From an optimization exercise on the open Yosys and OpenROAD flow, aimed at small area, a short achievable clock period and few clock cycles per item; shortcuts taken in it are not production practice. Only simulation tests tie the RTL to the original design; equivalence was not proved.

===== flow/design.v =====
module k_constant_rom(
    input [5:0] t,
    output [31:0] k
    );
    localparam logic [2047:0] KTAB = {
        32'hc67178f2, 32'hbef9a3f7, 32'ha4506ceb, 32'h90befffa, 32'h8cc70208, 32'h84c87814, 32'h78a5636f, 32'h748f82ee,
        32'h682e6ff3, 32'h5b9cca4f, 32'h4ed8aa4a, 32'h391c0cb3, 32'h34b0bcb5, 32'h2748774c, 32'h1e376c08, 32'h19a4c116,
        32'h106aa070, 32'hf40e3585, 32'hd6990624, 32'hd192e819, 32'hc76c51a3, 32'hc24b8b70, 32'ha81a664b, 32'ha2bfe8a1,
        32'h92722c85, 32'h81c2c92e, 32'h766a0abb, 32'h650a7354, 32'h53380d13, 32'h4d2c6dfc, 32'h2e1b2138, 32'h27b70a85,
        32'h14292967, 32'h06ca6351, 32'hd5a79147, 32'hc6e00bf3, 32'hbf597fc7, 32'hb00327c8, 32'ha831c66d, 32'h983e5152,
        32'h76f988da, 32'h5cb0a9dc, 32'h4a7484aa, 32'h2de92c6f, 32'h240ca1cc, 32'h0fc19dc6, 32'hefbe4786, 32'he49b69c1,
        32'hc19bf174, 32'h9bdc06a7, 32'h80deb1fe, 32'h72be5d74, 32'h550c7dc3, 32'h243185be, 32'h12835b01, 32'hd807aa98,
        32'hab1c5ed5, 32'h923f82a4, 32'h59f111f1, 32'h3956c25b, 32'he9b5dba5, 32'hb5c0fbcf, 32'h71374491, 32'h428a2f98
    };
    assign k = KTAB[{t, 5'd0} +: 32];
endmodule
module SHA256_core(
    input RST,
    input CLK,
    input next_b,
    input [511:0] block,
    output [255:0] digest,
    output core_ready
    );
    function automatic logic [31:0] ror(input logic [31:0] x, input int n);
        ror = (x >> n) | (x << (32 - n));
    endfunction
    logic rsh;              
    logic [1:0] rk;         
    logic rdy;              
    logic busy;             
    logic [6:0] cnt;        
    logic fin;              
    logic [31:0] ha [0:3];  
    logic [31:0] he [0:3];  
    logic [31:0] a, b, c, d, e, f, g, h;
    logic [31:0] w [0:15];
    logic [31:0] hk;        
    logic [31:0] k_t, kq;   
    k_constant_rom K_ROM (.t(cnt[5:0] + 6'd1), .k(k_t));
    logic [31:0] s1, ch, s0, mj;
    assign s1 = ror(e, 6) ^ ror(e, 11) ^ ror(e, 25);
    assign ch = (e & f) ^ (~e & g);
    assign s0 = ror(a, 2) ^ ror(a, 13) ^ ror(a, 22);
    assign mj = (a & b) ^ (a & c) ^ (b & c);
    logic [31:0] p1s, p1c, p2s, p2c, p3s, p3c, p4s, p4c, q2s, q2c, q3s, q3c;
    always_comb begin
        p1s = s1 ^ ch ^ hk;
        p1c = {((s1 & ch) | (s1 & hk) | (ch & hk)), 1'b0};
        p2s = s0 ^ mj ^ w[0];
        p2c = {((s0 & mj) | (s0 & w[0]) | (mj & w[0])), 1'b0};
        p3s = p1s ^ p1c ^ p2s;
        p3c = {((p1s & p1c) | (p1s & p2s) | (p1c & p2s)), 1'b0};
        p4s = p3s ^ p3c ^ p2c;
        p4c = {((p3s & p3c) | (p3s & p2c) | (p3c & p2c)), 1'b0};
        q2s = p1s ^ p1c ^ d;
        q2c = {((p1s & p1c) | (p1s & d) | (p1c & d)), 1'b0};
        q3s = q2s ^ q2c ^ w[0];
        q3c = {((q2s & q2c) | (q2s & w[0]) | (q2c & w[0])), 1'b0};
    end
    logic [31:0] a_new, e_new;
    assign a_new = p4s + p4c;
    assign e_new = q3s + q3c;
    logic [31:0] sg0, sg1, w_new;
    assign sg0 = ror(w[1], 7) ^ ror(w[1], 18) ^ (w[1] >> 3);
    assign sg1 = ror(w[14], 17) ^ ror(w[14], 19) ^ (w[14] >> 10);
    logic [31:0] ws1s, ws1c, ws2s, ws2c;
    always_comb begin
        ws1s = sg1 ^ w[9] ^ w[0];
        ws1c = {((sg1 & w[9]) | (sg1 & w[0]) | (w[9] & w[0])), 1'b0};
        ws2s = ws1s ^ ws1c ^ sg0;
        ws2c = {((ws1s & ws1c) | (ws1s & sg0) | (ws1c & sg0)), 1'b0};
    end
    add32_bk W_ADD (.x(ws2s), .y(ws2c), .s(w_new));
    logic [31:0] sum_a, sum_e;
    add32_bk A_ADD (.x(ha[3]), .y(a), .s(sum_a));
    add32_bk E_ADD (.x(he[3]), .y(e), .s(sum_e));
    logic [31:0] h0a, h0e;
    always_comb begin
        case (rk)
            2'd0: begin h0a = 32'ha54ff53a; h0e = 32'h5be0cd19; end
            2'd1: begin h0a = 32'h3c6ef372; h0e = 32'h1f83d9ab; end
            2'd2: begin h0a = 32'hbb67ae85; h0e = 32'h9b05688c; end
            default: begin h0a = 32'h6a09e667; h0e = 32'h510e527f; end
        endcase
    end
    always_ff @(posedge CLK) begin
        if (RST) begin
            rdy <= 1'b0;
            busy <= 1'b0;
            cnt <= 7'd0;
            fin <= 1'b0;
            rsh <= 1'b1;
            rk <= 2'd0;
        end else if (rsh) begin
            rk <= rk + 2'd1;
            if (rk == 2'd3) begin
                rsh <= 1'b0;
                rdy <= 1'b1;
            end
        end else if (busy) begin
            if (cnt == 7'd65) begin
                busy <= 1'b0;
                rdy <= 1'b1;
                cnt <= 7'd0;
            end else begin
                cnt <= cnt + 7'd1;
            end
            fin <= (cnt >= 7'd61) && (cnt != 7'd65);
        end else if (rdy) begin
            if (next_b) begin
                rdy <= 1'b0;
                busy <= 1'b1;
                cnt <= 7'd1;
            end
        end else begin
            rsh <= 1'b1;
            rk <= 2'd0;
        end
    end
    always_ff @(posedge CLK) begin
        if (fin || rsh) begin
            ha[0] <= rsh ? h0a : sum_a;
            ha[1] <= ha[0];
            ha[2] <= ha[1];
            ha[3] <= ha[2];
            he[0] <= rsh ? h0e : sum_e;
            he[1] <= he[0];
            he[2] <= he[1];
            he[3] <= he[2];
        end
    end
    logic [31:0] hk_new;
    add32_bk H_ADD (.x(busy ? g : he[3]), .y(busy ? kq : 32'h428a2f98), .s(hk_new));
    always_ff @(posedge CLK) begin
        if (busy) begin
            a <= a_new;
            b <= a;
            c <= b;
            d <= c;
            e <= e_new;
            f <= e;
            g <= f;
            h <= g;
            for (int i = 0; i < 15; i++) w[i] <= w[i + 1];
            w[15] <= w_new;
        end else begin
            a <= ha[0];
            b <= ha[1];
            c <= ha[2];
            d <= ha[3];
            e <= he[0];
            f <= he[1];
            g <= he[2];
            h <= he[3];
            for (int i = 0; i < 16; i++) w[i] <= block[511 - 32*i -: 32];
        end
        kq <= k_t;
        hk <= hk_new;
    end
    assign digest = {ha[0], ha[1], ha[2], ha[3], he[0], he[1], he[2], he[3]};
    assign core_ready = rdy;
endmodule
module add32_bk(
    input [31:0] x,
    input [31:0] y,
    output [31:0] s
    );
    logic [31:0] g [0:9];
    logic [31:0] p [0:9];
    assign g[0] = x & y;
    assign p[0] = x ^ y;
    genvar l, i;
    for (l = 1; l <= 5; l++) begin : up
        for (i = 0; i < 32; i++) begin : b
            if ((i % (1 << l)) == ((1 << l) - 1)) begin : n
                assign g[l][i] = g[l-1][i] | (p[l-1][i] & g[l-1][i - (1 << (l-1))]);
                assign p[l][i] = p[l-1][i] & p[l-1][i - (1 << (l-1))];
            end else begin : t
                assign g[l][i] = g[l-1][i];
                assign p[l][i] = p[l-1][i];
            end
        end
    end
    for (l = 6; l <= 9; l++) begin : dn
        localparam int D = 1 << (9 - l);
        for (i = 0; i < 32; i++) begin : b
            if (i >= 3*D - 1 && ((i - (3*D - 1)) % (2*D)) == 0) begin : n
                assign g[l][i] = g[l-1][i] | (p[l-1][i] & g[l-1][i - D]);
                assign p[l][i] = p[l-1][i] & p[l-1][i - D];
            end else begin : t
                assign g[l][i] = g[l-1][i];
                assign p[l][i] = p[l-1][i];
            end
        end
    end
    assign s = p[0] ^ {g[9][30:0], 1'b0};
endmodule

===== flow/flow/run.sh =====
#!/bin/bash
# Layout flow: the standard synthesis and layout (standard.sh), with
#  - port buffers of the smallest buffer cell (buf_1) instead of the default choice,
#  - timing repair run with an extra setup margin so that the achieved period is pushed
#    well below the (loose) 15 ns clock; the SDC itself is unchanged.
# Each make step's output goes to its own log file here; ORFS keeps per-tool logs under orfs/logs.
set -eo pipefail
MARGIN=$(cat flow/margin.txt)
bash standard.sh synth > log_synth.txt 2>&1
bash standard.sh BUFFER_PORTS_ARGS="-buffer_cell sky130_fd_sc_hd__buf_1" \
    SETUP_SLACK_MARGIN=$MARGIN finish > log_layout.txt 2>&1

===== flow/flow/margin.txt =====
10.75

===== flow/standard.sh =====
#!/bin/bash
# synth_recipe.tcl (not shown) runs the flow's synth.tcl, then flattens the netlist and writes it again
# the make line also repeats each setting of config.mk as NAME=value (left out here)
make -C /OpenROAD-flow-scripts/flow DESIGN_CONFIG=/design/flow/config.mk WORK_HOME=/design/flow/orfs CLKGATE_MAP_FILE= SYNTH_SCRIPT=/design/flow/synth_recipe.tcl "${@:-finish}"

===== flow/config.mk =====
export PLATFORM = sky130hd
export DESIGN_NAME = SHA256_core
export DESIGN_NICKNAME = SHA256_core
export VERILOG_FILES = /design/flow/design.v
export SDC_FILE = /design/flow/constraint.sdc
export NUM_CORES = 4
export LEC_CHECK = 0
export ABC_AREA = 1
export CAP_MARGIN = 20
export CORE_MARGIN = 2
export CORE_UTILIZATION = 62
export CTS_CLUSTER_DIAMETER = 70
export CTS_CLUSTER_SIZE = 30
export PLACE_DENSITY = 0.7
export SLEW_MARGIN = 20

===== flow/constraint.sdc =====
create_clock -name core_clock -period 15.0 [get_ports {CLK}]
set_input_delay 3.0000 -clock core_clock [delete_from_list [all_inputs] [get_ports {CLK}]]
set_output_delay 3.0000 -clock core_clock [all_outputs]
set_load 0.01 [all_outputs]

==> summary.txt, run 1 <==
CP max-delay cell: edfxtp_1
Row Count: 108
Per-cell routed wire length: 25.1 µm
Setup crit end kind: primary output
Core box area: 0.0870 mm²
Antenna Nets Post-Route: 0
Min-delay src: w[11][27]
1st-pass router iterations: 9
Antenna violations before repair: 28
Run status: no timing/DRC/antenna violations
TritonCTS clock tree: built
Clk sink count: 1069
CTS Root Cell: clkbuf_16
DP HPWL: 156000 µm
Worst path max stage delay: 740 ps
Crit-path cells: buf_1
Max Cap Viol: 0
Syn Area/Cell: 8.40 µm²
Syn nets: 7519
Crit Path Category: flop to primary output
First-pass GRT wire length: 297000 µm
WP data required: 12000 ps
Largest net degree at the start of global routing: 275
Routed vias/inst: 5.84
Adder-Cell Fraction of Synth Area: 16.3%
Share of Yosys cell area claimed by the top area cell type: 29.8%
Setup repair after global routing missed its margin: yes
Final WS setup: 10350 ps
DR DRC count: 0
Top cells by area, synth: dfxtp_1, nand2_1, edfxtp_1
Fmax: 0.215 GHz
Initial Utilization: 62.7%
Relative slew slack: 10.5%
XOR/XNOR share of the synthesized area: 5.32%
Synth Warn #: 10
Total track usage: 45.1%
Clock buffer depth: 3
Most used DFF post-synth: dfxtp_1
Die Width: 301 µm
Post-Place Worst Slack: 10060 ps
Clock transition at path regs: 120 ps
Nets: 8459
Main combinational cell family by area after synthesis: simple AND/OR/NAND/NOR gates
Post-synthesis simple-gate area fraction: 22.4%
Yosys top cell by area: dfxtp_1
Reg2Reg Launch Point: w[1][14]
Final Hold Fails: 0
Startpoint types: flop
Gate Count Post-Synth: 6492
Crit path DAT: 1650 ps
Port buffer count: 771
Area delta synth->final: 19.6%
Worst setup startpoint: ha[3][31]
Sequential area share after synthesis: 43.9%
Num CTS Buffers: 54
Cell variety after synth: 48
Max-slew violation count: 0
IO Count: 772
Min Tclk post-route: 4650 ps
CTS HTree Levels: 2
Initial DRC count: 7600
Die Y: 301 µm
Count leader, synth: nand2_1
Async S/R FF share, synth: 0%
Final WL: 217000 µm
Complex-gate fraction of the synthesized area: 6.03%
Gr ovfl total: 0
Final period util: 31.0%
Post-synth top cells: nand2_1, dfxtp_1, inv_1, fa_1, o21ai_0
Vias: 50500
Synthesized area: 0.0546 mm²
#FFs+latches synth: 1069
Crit-path max FO: 2
Worst-Skew Late Latency: 710 ps
Layout cell share with drive strength beyond 1: 14.0%
Post-synth EDFFs: 256
Vias in the first global route: 46600
Placer Congestion: 1.07
Die ar.: 0.0904 mm²
WP buf/inv: 1
Final setup TNS: 0 ps
Worst-Margin Slew: 1340 ps
Multiplexer share of the synthesized area: 0.294%
Worst Skew: 44.2 ps
# setup viols final: 0
WHS: 417 ps
Worst hold path class: flop to flop
CP top delay family: flip-flops
==> cells in the final DEF, fill, tap and decap left out, types with 37 or more instances in the layout <==
master / count
nand2_1: 2609
dfxtp_1: 718
buf_1: 574
inv_1: 533
buf_4: 378
fa_1: 293
edfxtp_1: 256
o21ai_0: 240
nor2_1: 205
ha_1: 172
clkbuf_2: 151
nand3_1: 145
a21oi_1: 143
xnor2_1: 134
xor2_1: 120
clkbuf_16: 57
dfxtp_4: 55
buf_6: 47
dfxtp_2: 40
nand4_1: 37
==> registers in the layout (all words and copies together) (netlist names), 2 cells and up <==
register	cells
e	32
cnt	7
g	32
kq	32
c	32
f	32
d	32
a	32
rk	2
b	32
ha	128
w	512
hk	32
he	128
==> final cells by class <==
| cell class | instances | area, µm² |
|---|---|---|
| diodes | 22 | 55.1 |
| inverters | 552 | 2090 |
| clock inverters | 30 | 563 |
| fillers | 6231 | 21800 |
| flip-flops and latches | 1069 | 24200 |
| well taps | 1155 | 1450 |
| multi-input cells | 4594 | 29000 |
| clock buffers | 68 | 1470 |
| repair buffers | 1161 | 6440 |
==> path summary, 6_finish.rpt <==
path | to | slack (ps) | depth (start not counted)
hold / removal | w[10][27] | 420 | 2
hold reg to reg | w[10][27] | 420 | 2
setup / recovery | digest[159] | 10350 | 1
setup reg to reg | w[15][31] | 10620 | 22
==> what timing repair did <==
item | CTS | global route
pin swaps | 49 | 61
hold buffers | 0 | 0
setup endpoints to repair | 400 | 332
gates cloned | 1 | 1
resized for setup | 305 | 425
setup buffers | 270 | 91
==> routing by layer <==
| layer | track usage (%) | share of wire (%) |
|---|---|---|
| met1 | 61.2 | 36 |
| met2 | 65.6 | 42 |
| met3 | 12.1 | 14 |
| met4 | 25.4 | 7.5 |
| met5 | 0 | 0.081 |
==> stage by stage <==
step                utilization, %  instances  area, µm²
global placement              66.8       8168      58100
floorplan                        -       6492      54600
finish                        75.0       8651      65300
detailed placement            66.8       8168      58100
CTS                           72.6       8537      63200
global route                  75.0       8642      65200
==> cells by family after synthesis <==
| group | count (synthesis) |
|---|---|
| AOI/OAI and AO/OA | 590 |
| xor gates and xnor gates | 329 |
| adders and majority gates | 529 |
| buffers and inverters | 829 |
| DFF | 1069 |
| muxes | 16 |
| and+or+nand+nor | 3130 |
Testbench counts, summed over its fixed seeds: cycles 8,456, blocks 128.
==> run 2: changes to the inputs <==
==> flow/flow/margin.txt (replaced) <==
10.6
--- a/flow/config.mk
+++ b/flow/config.mk
@@ -8,8 +8,8 @@
 export ABC_AREA = 1
 export CAP_MARGIN = 20
 export CORE_MARGIN = 2
-export CORE_UTILIZATION = 62
+export CORE_UTILIZATION = 70
 export CTS_CLUSTER_DIAMETER = 70
 export CTS_CLUSTER_SIZE = 30
-export PLACE_DENSITY = 0.7
+export PLACE_DENSITY = 0.78
 export SLEW_MARGIN = 20
==> summary.txt, run 2 <==
Synth Warn #: 10 (unchanged)
Max reg flops: 512 (unchanged)
Reg2reg end: e[21]
Clock buffer depth: 3 (unchanged)
Max-slew violation count: 0 (unchanged)
Die Y: 283 µm (-5.8%)
Die ar.: 0.0802 mm² (-11%)
Register name with the most flops: w
1st-pass router iterations: 13 (+4)
Routed vias/inst: 6.34 (+8.7%)
Reg2Reg Launch Point: e[27]
Top cells by area, synth: dfxtp_1, nand2_1, edfxtp_1
Most frequent cells in the layout: nand2_1, buf_1, dfxtp_1, inv_1, fa_1
Crit path DAT: 5210 ps (+3560 ps)
Post-Place Worst Slack: 9760 ps (-299 ps)
Die Width: 283 µm (-5.8%)
Nets: 8209 (-3.0%)
Num CTS Buffers: 50 (-7.4%)
Worst hold path cell count: 2 (unchanged)
Syn nets: 7519 (unchanged)
Clock transition at path regs: 120 ps (about the same)
Final setup TNS: 0 ps (unchanged)
Per-cell routed wire length: 27.0 µm (+7.5%)
TritonCTS clock tree: built
Area delta synth->final: 13.8%
Yosys top cell by area: dfxtp_1
Worst hold path class: flop to flop
# fillers: 4695 (-25%)
Worst-Skew Late Latency: 720 ps (about the same)
First-pass GRT wire length: 309000 µm (+4.0%)
Most used DFF post-synth: dfxtp_1
Run status: no timing/DRC/antenna violations
#FFs+latches synth: 1069 (unchanged)
Antenna Nets Post-Route: 0 (unchanged)
Initial DRC count: 9722 (+28%)
Startpoint types: flop
Antenna violations before repair: 34 (+21%)
Async S/R FF share, synth: 0% (unchanged)
Layout cell share with drive strength beyond 1: 7.35% (-6.7 points)
CTS HTree Levels: 2 (unchanged)
Cell variety after synth: 48 (unchanged)
Clk sink count: 1069 (unchanged)
Max Cap Viol: 0 (unchanged)
Total track usage: 52.3% (+7.2 points)
Worst Reg-to-Reg Cells: 19 (-14%)
Most common cell after layout, fill and taps aside: nand2_1
Setup crit end kind: flop
Worst setup startpoint: e[27]
Share of Yosys cell area claimed by the top area cell type: 29.8% (unchanged)
Final Non-Filler Cells: 8292 (-4.1%)
Sequential area share after synthesis: 43.9% (unchanged)
Largest regs: w x512, ha x128, he x128
Vias: 52600 (+4.1%)
Core box area: 0.0773 mm² (-11%)
Placed insts: 8054 (-1.4%)
Final Hold Fails: 0 (unchanged)
Largest net degree at the start of global routing: 167 (-39%)
WP data required: 15580 ps (+3580 ps)
Worst hold path endpoint: w[11][12]
DP HPWL: 161000 µm (+3.6%)
Initial Utilization: 70.5% (+7.8 points)
Post-synth EDFFs: 256 (unchanged)
# setup viols final: 0 (unchanged)
Crit Path Category: flop to flop
IO Count: 772 (unchanged)
Setup repair after global routing missed its margin: yes
Crit-path max FO: 3 (+1)
Min-delay src: w[12][12]
DR DRC count: 0 (unchanged)
Synthesized area: 0.0546 mm² (unchanged)
Final WL: 224000 µm (+3.0%)
Syn Area/Cell: 8.40 µm² (unchanged)
Gr ovfl total: 0 (unchanged)
Gate Count Post-Synth: 6492 (unchanged)
Final WS setup: 10370 ps (+26.1 ps)
Min Tclk post-route: 4630 ps (-26.1 ps)
Post-synth top cells: nand2_1, dfxtp_1, inv_1, fa_1, o21ai_0
Placer Congestion: 1.12 (+5.2%)
Hold Buf Count CTS: 0 (unchanged)
Count leader, synth: nand2_1
Fmax: 0.216 GHz (+0.57%)
Relative slew slack: 22.1% (+12 points)
Worst Skew: 38.3 ps (-5.91 ps)
Flop-to-flop setup slack: 10370 ps (-250 ps)
Final period util: 30.9% (-0.17 points)
Row Count: 102 (-5.6%)
Port buffer count: 771 (unchanged)
Vias in the first global route: 48900 (+4.9%)
Worst-Margin Slew: 1170 ps (-173 ps)
CTS Root Cell: clkbuf_16
==> run 2: cell counts after synthesis <==
No cell type changed its count.
==> run 2: worst max path at each step <==
stage	to	depth (start not counted)
after floorplan	e[31]	22
after global placement	e[19]	21
after detailed placement	e[19]	21
after CTS	e[19]	21
after global routing	e[21]	19
final	e[21]	19
==> run 2: cell type report <==
type / count / area [µm²] / area share, %
Sequential cell: 1069 / 24200 / 38.9
Multi-Input combinational cell: 4594 / 28500 / 46.0
Tap cell: 1040 / 1300 / 2.10
Clock inverter: 24 / 425 / 0.685
Inverter: 552 / 2100 / 3.38
Timing Repair inverter: 1 / 11.3 / 0.0181
Clock buffer: 61 / 1320 / 2.13
Antenna cell: 37 / 92.6 / 0.149
Timing Repair Buffer: 914 / 4140 / 6.66
==> run 2: what timing repair did <==
action | in CTS | in global routing
buffers inserted | 43 | 70
resized for setup | 155 | 215
endpoints found under the setup margin | 90 | 120
pin swaps | 36 | 52
cloned | 1 | 2
==> run 2: cells by family (layout without fill, tap and decap cells) <==
family,Yosys count,count (layout),share of synthesized area (%)
flip-flops,1069,1069,43.9
AO/OA/AOI/OAI,590,590,6.03
multiplexers,16,16,0.294
adder cells (fa/ha/maj),529,529,16.3
buffers and inverters,829,1552,5.75
other,0,37,0
XOR/XNOR,329,329,5.32
AND/OR/NAND/NOR,3130,3130,22.4
==> run 2: worst max-delay path: stages, from the launching register on <==
cell and delay [ps]:
dfxtp_4 410, xnor2_2 180, xor2_1 250, inv_1 90, fa_2 600, buf_4 130
fa_1 420, fa_1 570, inv_1 90, fa_2 400, inv_2 70, nand2_2 70
o21ai_4 200, buf_4 150, buf_4 100, nand3_1 350, nand3_1 220, nand2_1 70
nand3_1 80, nand2_1 60
==> run 2: routing by layer <==
metal / track usage (%) / routed length [µm]
met5: 0 / 204
met4: 37.8 / 22800
met3: 20.6 / 38500
met2: 74.1 / 89800
met1: 65.1 / 72400
==> run 2: per-stage QoR <==
| step | utilization [%] | hold WS [ps] | instance area, µm² |
|---|---|---|---|
| 5_1_grt | 80.2 | 447 | 62000 |
| 4_1_cts | 78.3 | 425 | 60600 |
| 2_1_floorplan | - | 403 | 54600 |
| 3_3_place_gp | 75.0 | 405 | 58000 |
| 6_report | 80.3 | 428 | 62100 |
| 3_5_place_dp | 75.0 | 409 | 58000 |
==> run 3: changes to the inputs <==
--- a/flow/config.mk
+++ b/flow/config.mk
@@ -8,8 +8,8 @@
 export ABC_AREA = 1
 export CAP_MARGIN = 20
 export CORE_MARGIN = 2
-export CORE_UTILIZATION = 70
-export CTS_CLUSTER_DIAMETER = 70
+export CORE_UTILIZATION = 62
+export CTS_CLUSTER_DIAMETER = 60
 export CTS_CLUSTER_SIZE = 30
-export PLACE_DENSITY = 0.78
+export PLACE_DENSITY = 0.7
 export SLEW_MARGIN = 20
==> summary.txt, run 3 <==
Run status: no timing/DRC/antenna violations
Relative slew slack: 20.5% (-1.6 points)
Per-cell routed wire length: 24.7 µm (-8.4%)
Most common cell after layout, fill and taps aside: nand2_1
Final WL: 208000 µm (-7.1%)
Worst-Margin Slew: 1190 ps (+16.7 ps)
Register name with the most flops: w
Clock buffer depth: 3 (unchanged)
Synth Warn #: 10 (unchanged)
Syn nets: 7519 (unchanged)
Post-synth top cells: nand2_1, dfxtp_1, inv_1, fa_1, o21ai_0
Crit path DAT: 1430 ps (-3780 ps)
Worst path max stage delay: 560 ps (-40 ps)
Antenna violations before repair: 22 (-35%)
Total track usage: 45.1% (-7.2 points)
Max reg flops: 512 (unchanged)
Setup repair after global routing missed its margin: yes
Crit Path Category: flop to primary output
Min-delay src: w[6][21]
Gate Count Post-Synth: 6492 (unchanged)
Max Cap Viol: 0 (unchanged)
Worst Reg-to-Reg Cells: 17 (-2)
Max-slew violation count: 0 (unchanged)
Die ar.: 0.0904 mm² (+13%)
Die Y: 301 µm (+6.2%)
Largest regs: w x512, ha x128, he x128
Port buffer count: 771 (unchanged)
WP data required: 12000 ps (-3580 ps)
Num CTS Buffers: 75 (+50%)
Clock transition at path regs: 110 ps (about the same)
Clk sink count: 1069 (unchanged)
Count leader, synth: nand2_1
Most used DFF post-synth: dfxtp_1
WP buf/inv: 1 (-5)
Die Width: 301 µm (+6.2%)
Hold Buf Count CTS: 0 (unchanged)
CTS Root Cell: clkbuf_16
Area delta synth->final: 15.0%
IO Count: 772 (unchanged)
Vias in the first global route: 46700 (-4.6%)
Layout cell share with drive strength beyond 1: 7.17% (-0.18 points)
DP HPWL: 160000 µm (-0.70%)
Gr ovfl total: 0 (unchanged)
Most frequent cells in the layout: nand2_1, buf_1, dfxtp_1, inv_1, fa_1
# setup viols final: 0 (unchanged)
CTS HTree Levels: 3 (+1)
Reg2Reg Launch Point: e[27]
Syn Area/Cell: 8.40 µm² (unchanged)
Final period util: 29.6% (-1.3 points)
Min Tclk post-route: 4430 ps (-196 ps)
Post-synth EDFFs: 256 (unchanged)
#FFs+latches synth: 1069 (unchanged)
Worst hold path cell count: 2 (unchanged)
Reg2reg end: a[22]
Placer Congestion: 1.07 (-4.3%)
Worst Skew: 47.2 ps (+8.97 ps)
Vias: 48700 (-7.3%)
Row Count: 108 (+5.9%)
Final Hold Fails: 0 (unchanged)
Setup crit end kind: primary output
CP top delay family: flip-flops
Final setup TNS: 0 ps (unchanged)
Yosys top cell by area: dfxtp_1
TritonCTS clock tree: built
Initial Utilization: 62.7% (-7.8 points)
Startpoint types: flop
Antenna Nets Post-Route: 0 (unchanged)
Cell variety after synth: 48 (unchanged)
Initial DRC count: 6632 (-32%)
Flop-to-flop setup slack: 10600 ps (+230 ps)
DR DRC count: 0 (unchanged)
Top cells by area, synth: dfxtp_1, nand2_1, edfxtp_1
Crit-path cells: buf_6
Share of Yosys cell area claimed by the top area cell type: 29.8% (unchanged)
Core box area: 0.0870 mm² (+13%)
Sequential area share after synthesis: 43.9% (unchanged)
Largest net degree at the start of global routing: 252 (+51%)
Routed vias/inst: 5.79 (-8.7%)
Fmax: 0.226 GHz (+4.4%)
Synthesized area: 0.0546 mm² (unchanged)
Nets: 8202 (-0.085%)
Async S/R FF share, synth: 0% (unchanged)
Worst hold path endpoint: w[5][21]
CP max-delay cell: edfxtp_1
Core Util, Final: 72.1% (-8.1 points)
Crit-path max FO: 2 (-1)
First-pass GRT wire length: 296000 µm (-4.2%)
Worst-Skew Late Latency: 680 ps (-40 ps)
1st-pass router iterations: 7 (-6)
Worst hold path class: flop to flop
==> run 3: cell counts after synthesis <==
No cell type changed its count.
==> run 3: how the worst max path moves through the flow <==
stage | start | endpoint | slack, ps | depth (start not counted)
2_1_floorplan | e[26] | e[31] | 10610 | 22
3_3_place_gp | a[24] | a[30] | 9780 | 21
3_5_place_dp | a[24] | a[30] | 9710 | 21
4_1_cts | e[27] | a[30] | 10520 | 22
5_1_grt | w[14][3] | w[15][31] | 10340 | 21
6_report | he[0][1] | digest[97] | 10570 | 1
==> run 3: final cells by class <==
type | instances | area [µm²]
Inverter | 552 | 2090
Fill cell | 6708 | 24300
Clock inverter | 56 | 831
Sequential cell | 1069 | 24100
Multi-Input combinational cell | 4594 | 28300
Clock buffer | 84 | 2040
Tap cell | 1155 | 1450
Antenna cell | 18 | 45.0
Timing Repair Buffer | 883 | 3880
==> run 3: through the flow <==
stage	hold WS (ps)	setup slack, ps	cell area (µm²)	cells
2_1_floorplan	403	10610	54600	6492
3_3_place_gp	406	9780	58100	8169
3_5_place_dp	408	9710	58100	8169
4_1_cts	415	10520	61700	8347
5_1_grt	430	10340	62700	8401
6_report	411	10570	62800	8411
==> run 3: layer usage <==
metal / global-route usage, % / vias up / wire length (µm) / part of all wire (%)
met1: 59.8 / 22900 / 77300 / 37
met4: 25.7 / 12 / 14100 / 6.8
met3: 12.9 / 666 / 28400 / 14
met2: 66.3 / 3539 / 87900 / 42
met5: 0 / - / 79 / 0.038
li1: - / 21700 / - / -
==> run 3: logic make-up (layout without fill, tap and decap cells) <==
group | Yosys count | in the layout | synth area share, %
AO/OA/AOI/OAI | 590 | 590 | 6.03
XOR/XNOR | 329 | 329 | 5.32
buffers and inverters | 829 | 1575 | 5.75
other | 0 | 18 | 0
multiplexers | 16 | 16 | 0.294
flip-flops | 1069 | 1069 | 43.9
AND/OR/NAND/NOR | 3130 | 3130 | 22.4
adder cells (fa/ha/maj) | 529 | 529 | 16.3
==> run 3: what timing repair did <==
| item | in CTS | in global routing |
|---|---|---|
| endpoints found under the setup margin | 84 | 83 |
| gates cloned | 0 | 1 |
| setup buffers | 38 | 45 |
| gates resized for setup | 139 | 172 |
| pin swaps | 33 | 46 |
==> run 4: changes to the inputs <==
--- a/flow/design.v
+++ b/flow/design.v
@@ -35,28 +35,29 @@
     logic [31:0] he [0:3];  
     logic [31:0] a, b, c, d, e, f, g, h;
     logic [31:0] w [0:15];
-    logic [31:0] hk;        
     logic [31:0] k_t, kq;   
-    k_constant_rom K_ROM (.t(cnt[5:0] + 6'd1), .k(k_t));
+    k_constant_rom K_ROM (.t(cnt[5:0]), .k(k_t));
     logic [31:0] s1, ch, s0, mj;
     assign s1 = ror(e, 6) ^ ror(e, 11) ^ ror(e, 25);
     assign ch = (e & f) ^ (~e & g);
     assign s0 = ror(a, 2) ^ ror(a, 13) ^ ror(a, 22);
     assign mj = (a & b) ^ (a & c) ^ (b & c);
-    logic [31:0] p1s, p1c, p2s, p2c, p3s, p3c, p4s, p4c, q2s, q2c, q3s, q3c;
+    logic [31:0] ks, kc, p1s, p1c, p2s, p2c, p3s, p3c, p4s, p4c, q2s, q2c, q3s, q3c;
     always_comb begin
-        p1s = s1 ^ ch ^ hk;
-        p1c = {((s1 & ch) | (s1 & hk) | (ch & hk)), 1'b0};
-        p2s = s0 ^ mj ^ w[0];
-        p2c = {((s0 & mj) | (s0 & w[0]) | (mj & w[0])), 1'b0};
+        ks = h ^ kq ^ w[0];
+        kc = {((h & kq) | (h & w[0]) | (kq & w[0])), 1'b0};
+        p1s = s1 ^ ch ^ ks;
+        p1c = {((s1 & ch) | (s1 & ks) | (ch & ks)), 1'b0};
+        p2s = s0 ^ mj ^ kc;
+        p2c = {((s0 & mj) | (s0 & kc) | (mj & kc)), 1'b0};
         p3s = p1s ^ p1c ^ p2s;
         p3c = {((p1s & p1c) | (p1s & p2s) | (p1c & p2s)), 1'b0};
         p4s = p3s ^ p3c ^ p2c;
         p4c = {((p3s & p3c) | (p3s & p2c) | (p3c & p2c)), 1'b0};
-        q2s = p1s ^ p1c ^ d;
-        q2c = {((p1s & p1c) | (p1s & d) | (p1c & d)), 1'b0};
-        q3s = q2s ^ q2c ^ w[0];
-        q3c = {((q2s & q2c) | (q2s & w[0]) | (q2c & w[0])), 1'b0};
+        q2s = p1s ^ p1c ^ kc;
+        q2c = {((p1s & p1c) | (p1s & kc) | (p1c & kc)), 1'b0};
+        q3s = q2s ^ q2c ^ d;
+        q3c = {((q2s & q2c) | (q2s & d) | (q2c & d)), 1'b0};
     end
     logic [31:0] a_new, e_new;
     assign a_new = p4s + p4c;
@@ -130,8 +131,6 @@
             he[3] <= he[2];
         end
     end
-    logic [31:0] hk_new;
-    add32_bk H_ADD (.x(busy ? g : he[3]), .y(busy ? kq : 32'h428a2f98), .s(hk_new));
     always_ff @(posedge CLK) begin
         if (busy) begin
             a <= a_new;
@@ -156,7 +155,6 @@
             for (int i = 0; i < 16; i++) w[i] <= block[511 - 32*i -: 32];
         end
         kq <= k_t;
-        hk <= hk_new;
     end
     assign digest = {ha[0], ha[1], ha[2], ha[3], he[0], he[1], he[2], he[3]};
     assign core_ready = rdy;
--- a/flow/config.mk
+++ b/flow/config.mk
@@ -9,7 +9,7 @@
 export CAP_MARGIN = 20
 export CORE_MARGIN = 2
 export CORE_UTILIZATION = 62
-export CTS_CLUSTER_DIAMETER = 60
+export CTS_CLUSTER_DIAMETER = 80
 export CTS_CLUSTER_SIZE = 30
 export PLACE_DENSITY = 0.7
 export SLEW_MARGIN = 20
==> summary.txt, run 4 <==
IO Count: 772 (unchanged)
Port buffer count: 771 (unchanged)
Clock buffer depth: 3 (unchanged)
CP max-delay cell: dfxtp_1
Die Y: 299 µm (-0.44%)
Crit-path cells: a21oi_1 > o21bai_1 > fa_1 > inv_1 > fa_1 > fa_1 > ha_1 > a21oi_1 > o21ai_0 > a211oi_1 > nand3_1 > nand2_1 > nand3_1 > nand2_1
Post-synth EDFFs: 256 (unchanged)
Syn nets: 7381 (-1.8%)
Initial Utilization: 62.4% (-0.27 points)
Min Tclk post-route: 4550 ps (+122 ps)
Post-Place Worst Slack: 9830 ps (+118 ps)
Core Util, Final: 70.9% (-1.2 points)
Per-cell routed wire length: 25.8 µm (+4.6%)
Crit-path max FO: 7 (+5)
First-pass GRT wire length: 295000 µm (-0.46%)
Final Non-Filler Cells: 8217 (-2.3%)
Routed vias/inst: 5.86 (+1.2%)
Most common cell after layout, fill and taps aside: nand2_1
Clock transition at path regs: 110 ps (about the same)
Max Cap Viol: 0 (unchanged)
Worst Skew: 45.9 ps (-1.32 ps)
#FFs+latches synth: 1069 (unchanged)
Share of Yosys cell area claimed by the top area cell type: 30.1% (+0.27 points)
TritonCTS clock tree: built
Placed insts: 8059 (-1.3%)
Crit path DAT: 5180 ps (+3750 ps)
Fmax: 0.220 GHz (-2.7%)
DR DRC count: 0 (unchanged)
# fillers: 6534 (-2.6%)
Final period util: 30.4% (+0.82 points)
Die ar.: 0.0896 mm² (-0.88%)
Final WS setup: 10450 ps (-122 ps)
Reg area: 0.0242 mm² (+0.34%)
Multi-input gate area: 0.0281 mm² (-0.64%)
Vias: 48200 (-1.1%)
Worst path max stage delay: 650 ps (+90 ps)
Worst hold path cell count: 2 (unchanged)
Most frequent cells in the layout: nand2_1, buf_1, dfxtp_1, inv_1, fa_1
Worst-Margin Slew: 1120 ps (-62.8 ps)
Most used DFF post-synth: dfxtp_1
Register name with the most flops: w
Async S/R FF share, synth: 0% (unchanged)
Relative slew slack: 25.2% (+4.7 points)
Crit Path Category: flop to flop
Nets: 8032 (-2.1%)
Synthesized area: 0.0541 mm² (-0.89%)
Clk sink count: 1069 (unchanged)
Area delta synth->final: 13.6%
Antenna violations before repair: 17 (-23%)
Row Count: 108 (unchanged)
Largest regs: w x512, ha x128, he x128
Setup repair after global routing missed its margin: yes
# setup viols final: 0 (unchanged)
Gate Count Post-Synth: 6365 (-2.0%)
Cell variety after synth: 60 (+25%)
Core box area: 0.0866 mm² (-0.47%)
Initial DRC count: 7619 (+15%)
Final setup TNS: 0 ps (unchanged)
Run status: no timing/DRC/antenna violations
Layout cell share with drive strength beyond 1: 7.73% (+0.56 points)
Worst-Skew Late Latency: 690 ps (about the same)
Sequential area share after synthesis: 44.3% (+0.40 points)
Num CTS Buffers: 50 (-33%)
Total track usage: 45.6% (+0.49 points)
WP data required: 15630 ps (+3630 ps)
Placer Congestion: 1.11 (+3.4%)
Largest net degree at the start of global routing: 249 (-1.2%)
Gr ovfl total: 0 (unchanged)
1st-pass router iterations: 10 (+3)
Count leader, synth: nand2_1
Max reg flops: 512 (unchanged)
Synth Warn #: 10 (unchanged)
DP HPWL: 167000 µm (+4.3%)
Startpoint types: flop
Final Hold Fails: 0 (unchanged)
Yosys top cell by area: dfxtp_1
CTS Root Cell: clkbuf_16
Syn Area/Cell: 8.49 µm² (+1.1%)
Worst hold path class: flop to flop
Hold Buf Count CTS: 0 (unchanged)
Die Width: 299 µm (-0.44%)
CTS HTree Levels: 2 (-1)
Max-slew violation count: 0 (unchanged)
Post-synth top cells: nand2_1, dfxtp_1, inv_1, fa_1, o21ai_0
Vias in the first global route: 43900 (-6.0%)
Worst Reg-to-Reg Cells: 14 (-3)
Top cells by area, synth: dfxtp_1, nand2_1, edfxtp_1
Final WL: 212000 µm (+2.2%)
Cell mode on critical path: fa_1
Antenna Nets Post-Route: 0 (unchanged)
Setup crit end kind: flop
run 4: cell count changes in the layout (fill, tap and decap cells not counted), moves of 26 or more:
cell / before / now
clkbuf_16: 81 / 51
dfxtp_1: 732 / 692
dfxtp_2: 54 / 81
nand2_1: 2619 / 2558
ha_1: 191 / 147
nor2_1: 220 / 157
buf_4: 105 / 79
inv_1: 538 / 579
run 4: routing by layer:
layer	share of wire [%]	track usage [%]	routed length, µm
met5	0.017	0	36
met2	41	64.2	87200
met1	38	64.9	81600
met4	5.2	17.7	10900
met3	15	15.3	32600
run 4: path summary, 6_finish.rpt:
path / to / start / slack [ps]
max: a[28] / a[23] / 10450
min: w[2][4] / w[3][4] / 430
max reg2reg: a[28] / a[23] / 10450
min reg2reg: w[2][4] / w[3][4] / 430
run 4: kinds of logic (layout without fill, tap and decap cells):
logic type | Yosys count | in the layout | synth area share, %
fa+ha+maj | 502 | 502 | 16.1
buf+inv | 852 | 1534 | 6.20
compound gates | 618 | 618 | 6.53
other cells | 0 | 15 | 0
flops | 1069 | 1069 | 44.3
xor+xnor | 315 | 315 | 5.10
simple gates | 3001 | 3001 | 21.6
mux | 8 | 8 | 0.148
run 4: final cells by class:
cell class | instances | area share, %
sequential | 1069 | 39.4
clock inverter | 18 | 0.607
tap | 1155 | 2.35
multi-input combinational | 4444 | 45.8
clock buffer | 65 | 2.20
inverter | 592 | 3.64
timing repair buffer | 859 | 5.94
antenna | 15 | 0.0611
run 4: worst max-delay path: cells and delay by family (launching register included):
family | cells | cell delay (ps)
flops | 1 | 650
fa+ha+maj | 4 | 2010
compound gates | 5 | 1410
buf+inv | 1 | 60
simple gates | 4 | 370
run 4: metrics by stage:
step,area [µm²],hold WS (ps)
after floorplan,54100,403
after CTS,60100,432
after global placement,57500,405
final,61400,430
after detailed placement,57500,409
after global routing,61400,444
run 4: repair_timing:
action | 4_1_cts | 5_1_grt
buffers inserted | 30 | 29
setup endpoints to repair | 70 | 61
pin swaps | 36 | 53
gates resized for setup | 200 | 248
Testbench counts of run 4, summed over its fixed seeds: cycles 8,456, blocks 128.
==> run 5: changes to the inputs <==
--- a/flow/design.v
+++ b/flow/design.v
@@ -72,7 +72,7 @@
         ws2s = ws1s ^ ws1c ^ sg0;
         ws2c = {((ws1s & ws1c) | (ws1s & sg0) | (ws1c & sg0)), 1'b0};
     end
-    add32_bk W_ADD (.x(ws2s), .y(ws2c), .s(w_new));
+    assign w_new = ws2s + ws2c;
     logic [31:0] sum_a, sum_e;
     add32_bk A_ADD (.x(ha[3]), .y(a), .s(sum_a));
     add32_bk E_ADD (.x(he[3]), .y(e), .s(sum_e));
==> summary.txt, run 5 <==
Run status: no timing/DRC/antenna violations
Final period util: 29.6% (-0.74 points)
Gate Count Post-Synth: 6764 (+6.3%)
Port buffer count: 771 (unchanged)
DP HPWL: 166000 µm (-0.69%)
Worst hold path endpoint: w[6][13]
Largest net degree at the start of global routing: 277 (+11%)
1st-pass router iterations: 18 (+8)
Setup crit end kind: primary output
Initial Utilization: 62.5% (+0.072 points)
Grt met2 use: 63.5% (-0.67 points)
WP data required: 12000 ps (-3630 ps)
Die ar.: 0.0915 mm² (+2.1%)
WHS: 426 ps (-4.63 ps)
Antenna Nets Post-Route: 0 (unchanged)
Count leader, synth: nand2_1
Worst path max stage delay: 520 ps (-130 ps)
Antenna violations before repair: 17 (unchanged)
Crit Path Category: flop to primary output
Worst-Margin Slew: 1180 ps (+53.5 ps)
Post-synth top cells: nand2_1, dfxtp_1, inv_1, fa_1, edfxtp_1
Syn Area/Cell: 8.16 µm² (-3.9%)
Flop-to-flop setup slack: 10590 ps (+140 ps)
Relative slew slack: 21.6% (-3.6 points)
Fmax: 0.225 GHz (+2.5%)
Most frequent cells in the layout: nand2_1, buf_1, dfxtp_1, inv_1, fa_1
Met1 usage: 62.0% (-2.9 points)
Largest regs: w x512, ha x128, he x128
Max reg flops: 512 (unchanged)
Async S/R FF share, synth: 0% (unchanged)
Clk sink count: 1069 (unchanged)
Max Cap Viol: 0 (unchanged)
Final setup TNS: 0 ps (unchanged)
Row Count: 109 (+0.93%)
Core box area: 0.0884 mm² (+2.0%)
Layout cell share with drive strength beyond 1: 6.10% (-1.6 points)
Met3 Resource Use GR: 15.0% (-0.34 points)
Max-slew violation count: 0 (unchanged)
Most common cell after layout, fill and taps aside: nand2_1
Yosys top cell by area: dfxtp_1
First-pass GRT wire length: 297000 µm (+0.67%)
CTS Root Cell: clkbuf_16
Worst-Skew Late Latency: 750 ps (+60 ps)
Final Hold Fails: 0 (unchanged)
IO Count: 772 (unchanged)
Initial DRC count: 7393 (-3.0%)
Hold Buf Count CTS: 0 (unchanged)
Crit-path cells: clkbuf_2
Placer Congestion: 1.09 (-1.6%)
Vias: 50100 (+4.0%)
Vias in the first global route: 45900 (+4.7%)
Share of Yosys cell area claimed by the top area cell type: 29.5% (-0.63 points)
Worst Skew: 79.6 ps (+33.7 ps)
CP top delay family: flip-flops
Synth Warn #: 10 (unchanged)
Register name with the most flops: w
CP max-delay cell: edfxtp_1
Worst Reg-to-Reg Cells: 23 (+9)
Die Width: 302 µm (+1.1%)
Post-synth EDFFs: 256 (unchanged)
Reg2reg end: e[31]
Crit path DAT: 1440 ps (-3740 ps)
Synthesized area: 0.0552 mm² (+2.1%)
Post-Place Worst Slack: 10140 ps (+318 ps)
Die Y: 302 µm (+1.1%)
DR DRC count: 0 (unchanged)
Min Tclk post-route: 4440 ps (-111 ps)
Num CTS Buffers: 50 (unchanged)
Most used DFF post-synth: dfxtp_1
# setup viols final: 0 (unchanged)
Worst hold path cell count: 2 (unchanged)
CTS HTree Levels: 2 (unchanged)
Gr ovfl total: 0 (unchanged)
Per-cell routed wire length: 24.7 µm (-4.3%)
Final WL: 214000 µm (+0.57%)
Crit-path max FO: 2 (-5)
Startpoint types: flop
Area delta synth->final: 11.6%
Clock buffer depth: 3 (unchanged)
Gr busiest metal: met2
Cell variety after synth: 63 (+5.0%)
Setup repair after global routing missed its margin: yes
Reg2Reg Launch Point: w[0][12]
Nets: 8400 (+4.6%)
Worst hold path class: flop to flop
WP buf/inv: 1 (unchanged)
Total track usage: 44.7% (-0.82 points)
#FFs+latches synth: 1069 (unchanged)
Min-delay src: w[7][13]
Syn nets: 7737 (+4.8%)
TritonCTS clock tree: built
Final WS setup: 10560 ps (+111 ps)
Clock transition at path regs: 120 ps (about the same)
Top cells by area, synth: dfxtp_1, nand2_1, edfxtp_1
Routed vias/inst: 5.80 (-1.1%)
Core Util, Final: 69.7% (-1.2 points)
Sequential area share after synthesis: 43.4% (-0.93 points)
[run 5: timing repair]
action	CTS	global route
endpoints found under the setup margin	95	84
hold endpoints to repair	0	0
setup buffers	54	21
resized for setup	41	183
pin swaps	2	16
cloned	0	0
[run 5: how the worst max path moves through the flow]
stage,from,end,cells past startpoint,slack (ps)
floorplan,rsh,ha[0][0],3,10660
global placement,w[0][0],a[18],19,10170
detailed placement,w[0][0],a[18],19,10140
CTS,h[2],a[18],19,10520
global route,w[0][16],e[29],20,10420
finish,he[0][21],digest[117],1,10560
[run 5: layout make-up]
class / instances / area, µm²
diodes: 12 / 30.0
clock buffers: 63 / 1310
clock inverters: 19 / 378
fillers: 6881 / 26700
inverters: 684 / 2580
multi-input cells: 4744 / 28100
flip-flops and latches: 1069 / 24100
well taps: 1165 / 1460
repair buffers: 878 / 3730
[run 5: layer usage]
metal  up-vias  routed length [µm]
li1      22300                   -
met1     23400               80900
met2      3697               88900
met3       662               31900
met4        12               11700
met5         -                  86
[run 5: cell families (layout without fill, tap and decap cells)]
logic type / count (synthesis) / after routing / synth area share (%)
AOI/OAI and AO/OA: 623 / 623 / 6.49
xor gates and xnor gates: 331 / 331 / 5.25
adders and majority gates: 459 / 459 / 14.2
buffers and inverters: 951 / 1644 / 6.75
DFF: 1069 / 1069 / 43.4
muxes: 22 / 22 / 0.399
other: 0 / 12 / 0
and+or+nand+nor: 3309 / 3309 / 23.6
[run 5: per-stage QoR]
stage                     cells  instance area [µm²]
final                      8634                61600
after floorplan            6764                55200
after CTS                  8601                60900
after global placement     8465                58700
after detailed placement   8465                58700
after global routing       8627                61600
Testbench counts of run 5, summed over its fixed seeds: cycles 8,456, blocks 128.
==> run 6: changes to the inputs <==
--- a/flow/config.mk
+++ b/flow/config.mk
@@ -9,7 +9,7 @@
 export CAP_MARGIN = 20
 export CORE_MARGIN = 2
 export CORE_UTILIZATION = 62
-export CTS_CLUSTER_DIAMETER = 80
+export CTS_CLUSTER_DIAMETER = 60
 export CTS_CLUSTER_SIZE = 30
 export PLACE_DENSITY = 0.7
 export SLEW_MARGIN = 20
==> summary.txt, run 6 <==
Worst-Skew Late Latency: 730 ps (-20 ps)
Multi-input gate area: 0.0283 mm² (+0.67%)
Relative slew slack: 20.4% (-1.2 points)
Startpoint types: flop
Crit path DAT: 5010 ps (+3570 ps)
# fillers: 6666 (-3.1%)
Layout cell share with drive strength beyond 1: 7.04% (+0.93 points)
Adder-Cell Fraction of Synth Area: 14.2% (unchanged)
Max reg flops: 512 (unchanged)
Max-slew violation count: 0 (unchanged)
#FFs+latches synth: 1069 (unchanged)
Num CTS Buffers: 73 (+46%)
Syn Area/Cell: 8.16 µm² (unchanged)
TritonCTS clock tree: built
Clk sink count: 1069 (unchanged)
Most frequent cells in the layout: nand2_1, buf_1, dfxtp_1, inv_1, fa_1
Post-synth top cells: nand2_1, dfxtp_1, inv_1, fa_1, edfxtp_1
Final setup TNS: 0 ps (unchanged)
Final WS setup: 10570 ps (+17.0 ps)
Count leader, synth: nand2_1
Worst-Margin Slew: 1190 ps (+18.5 ps)
Max Cap Viol: 0 (unchanged)
Die ar.: 0.0915 mm² (unchanged)
Worst hold path class: flop to flop
Final period util: 29.5% (-0.11 points)
Vias: 50600 (+1.1%)
First-pass GRT wire length: 299000 µm (+0.72%)
Area delta synth->final: 13.7%
Cell variety after synth: 63 (unchanged)
Nets: 8406 (+0.071%)
Post-synthesis simple-gate area fraction: 23.6% (unchanged)
Complex-gate fraction of the synthesized area: 6.49% (unchanged)
Fmax: 0.226 GHz (+0.38%)
Most used DFF post-synth: dfxtp_1
Die Width: 302 µm (unchanged)
Final WL: 216000 µm (+1.0%)
Port buffer count: 771 (unchanged)
# setup viols final: 0 (unchanged)
WP data required: 15580 ps (+3580 ps)
Share of Yosys cell area claimed by the top area cell type: 29.5% (unchanged)
Largest net degree at the start of global routing: 277 (unchanged)
Row Count: 109 (unchanged)
Final Hold Fails: 0 (unchanged)
Setup repair after global routing missed its margin: yes
Synthesized area: 0.0552 mm² (unchanged)
Worst Reg-to-Reg Cells: 23 (unchanged)
Largest regs: w x512, ha x128, he x128
Setup crit end kind: flop
Die Y: 302 µm (unchanged)
Register name with the most flops: w
Yosys top cell by area: dfxtp_1
Worst hold path cell count: 2 (unchanged)
Initial Utilization: 62.5% (unchanged)
Crit-path max FO: 6 (+4)
Main combinational cell family by area after synthesis: simple AND/OR/NAND/NOR gates
Vias in the first global route: 46300 (+0.90%)
1st-pass router iterations: 12 (-6)
DP HPWL: 166000 µm (unchanged)
Initial DRC count: 7918 (+7.1%)
Run status: no timing/DRC/antenna violations
Multiplexer share of the synthesized area: 0.399% (unchanged)
Syn nets: 7737 (unchanged)
XOR/XNOR share of the synthesized area: 5.25% (unchanged)
Async S/R FF share, synth: 0% (unchanged)
Hold Buf Count CTS: 0 (unchanged)
Placer Congestion: 1.09 (unchanged)
Antenna Nets Post-Route: 0 (unchanged)
Total track usage: 45.1% (+0.40 points)
Sequential area share after synthesis: 43.4% (unchanged)
Clock transition at path regs: 110 ps (about the same)
CTS Root Cell: clkbuf_16
Min Tclk post-route: 4430 ps (-17.0 ps)
Gr ovfl total: 0 (unchanged)
Routed vias/inst: 5.84 (+0.62%)
Clock buffer depth: 3 (unchanged)
Reg area: 0.0241 mm² (about the same)
Synth Warn #: 10 (unchanged)
Worst Skew: 66.3 ps (-13.3 ps)
Post-synth EDFFs: 256 (unchanged)
Crit Path Category: flop to flop
Gate Count Post-Synth: 6764 (unchanged)
CTS HTree Levels: 3 (+1)
Top cells by area, synth: dfxtp_1, nand2_1, edfxtp_1
Antenna violations before repair: 23 (+6)
Per-cell routed wire length: 24.9 µm (+0.54%)
Most common cell after layout, fill and taps aside: nand2_1
Post-Place Worst Slack: 10140 ps (unchanged)
DR DRC count: 0 (unchanged)
Core box area: 0.0884 mm² (unchanged)
IO Count: 772 (unchanged)
==> run 6: path summary, 6_finish.rpt <==
path | slack [ps] | startpoint | to
min reg2reg | 410 | w[7][23] | w[6][23]
max | 10570 | e[19] | e[31]
max reg2reg | 10570 | e[19] | e[31]
min | 410 | w[7][23] | w[6][23]
==> run 6: kinds of logic after synthesis <==
kind of cell / Yosys count
muxes: 22
DFF: 1069
AOI/OAI and AO/OA: 623
xor gates and xnor gates: 331
adders and majority gates: 459
and+or+nand+nor: 3309
buffers and inverters: 951
==> run 6: timing repair <==
action | CTS | global route
pin swaps | 2 | 25
setup buffers | 34 | 24
endpoints found under the setup margin | 71 | 91
gates resized for setup | 39 | 227
==> run 6: cell type report <==
cell class | count | area share [%]
Inverter | 684 | 4.11
Multi-Input combinational cell | 4744 | 45.0
Antenna cell | 19 | 0.0757
Timing Repair Buffer | 861 | 5.74
Sequential cell | 1069 | 38.4
Clock inverter | 54 | 1.32
Clock buffer | 78 | 3.04
Tap cell | 1165 | 2.32
==> run 6: stage by stage <==
step | util, % | cell area [µm²] | hold WS [ps] | instances
floorplan | - | 55200 | 403 | 6764
global placement | 66.4 | 58700 | 405 | 8465
detailed placement | 66.4 | 58700 | 407 | 8465
CTS | 69.9 | 61800 | 413 | 8631
global route | 71.0 | 62700 | 428 | 8661
finish | 71.0 | 62800 | 406 | 8674
==> run 6: worst max-delay path, cell delays in order (launching register included) <==
cell,delay (ps)
dfxtp_2,470
xnor2_1,190
xor2_1,350
fa_1,540
nor2_1,180
inv_1,80
nand2_1,140
xor2_1,270
inv_1,100
fa_1,490
ha_4,340
nand2_2,100
nor2_4,150
inv_2,60
nor3_4,210
nand2_2,110
nand2_4,120
nand2_2,60
nand2_2,70
inv_1,40
nand2_1,50
nand2_1,60
nand2_1,50
nand2_1,60
==> run 6: metal layers <==
| layer | share of wire (%) | vias to the layer above | GRT usage, % |
|---|---|---|---|
| met5 | 0.044 | - | 0 |
| met4 | 5.5 | 14 | 21.3 |
| met3 | 15 | 676 | 16.1 |
| met2 | 41 | 3866 | 63.3 |
| met1 | 38 | 23700 | 62.3 |
| li1 | - | 22400 | - |

## port drivers added, routing unchanged
Ports are ideal in the flow. The routed layouts listed here were re-timed in OpenROAD. Step 1 (the two cells are an assumption about what drives the block):
set clk [get_ports {CLK}]
set_driving_cell -lib_cell sky130_fd_sc_hd__clkbuf_16 $clk
set_driving_cell -lib_cell sky130_fd_sc_hd__buf_2 [delete_from_list [all_inputs] $clk]
Step 2 moves the port delays by t, midway between the first and last clock arrival at a register: inputs arrive t later, outputs are due t later. That takes back most of the time a late clock gives input paths. Three values: ideal ports, drivers, drivers and shift; two values: the first two.
| run | shift t [ns] | setup slack, ns | hold slack, ns | worst setup path at the end |
|---|---|---|---|---|
| run 1 | 0.756 | 10.345 / 10.273 / 10.593 | 0.417 / 0.417 / 0.417 | input to register |
| run 2 | 0.773 | 10.372 / 10.372 / 10.372 | 0.428 / 0.428 / 0.428 | register to register |
| run 3 | 0.730 | 10.567 / 10.499 / 10.599 | 0.411 / 0.411 / 0.411 | register to register |
| run 4 | 0.724 | 10.445 / 10.445 / 10.445 | 0.430 / 0.430 / 0.430 | register to register |
| run 5 | 0.780 | 10.556 / 10.481 / 10.591 | 0.426 / 0.426 / 0.426 | register to register |
| run 6 | 0.776 | 10.573 / 10.499 / 10.573 | 0.406 / 0.406 / 0.406 | register to register |
After both steps setup and hold are still met in every run listed.
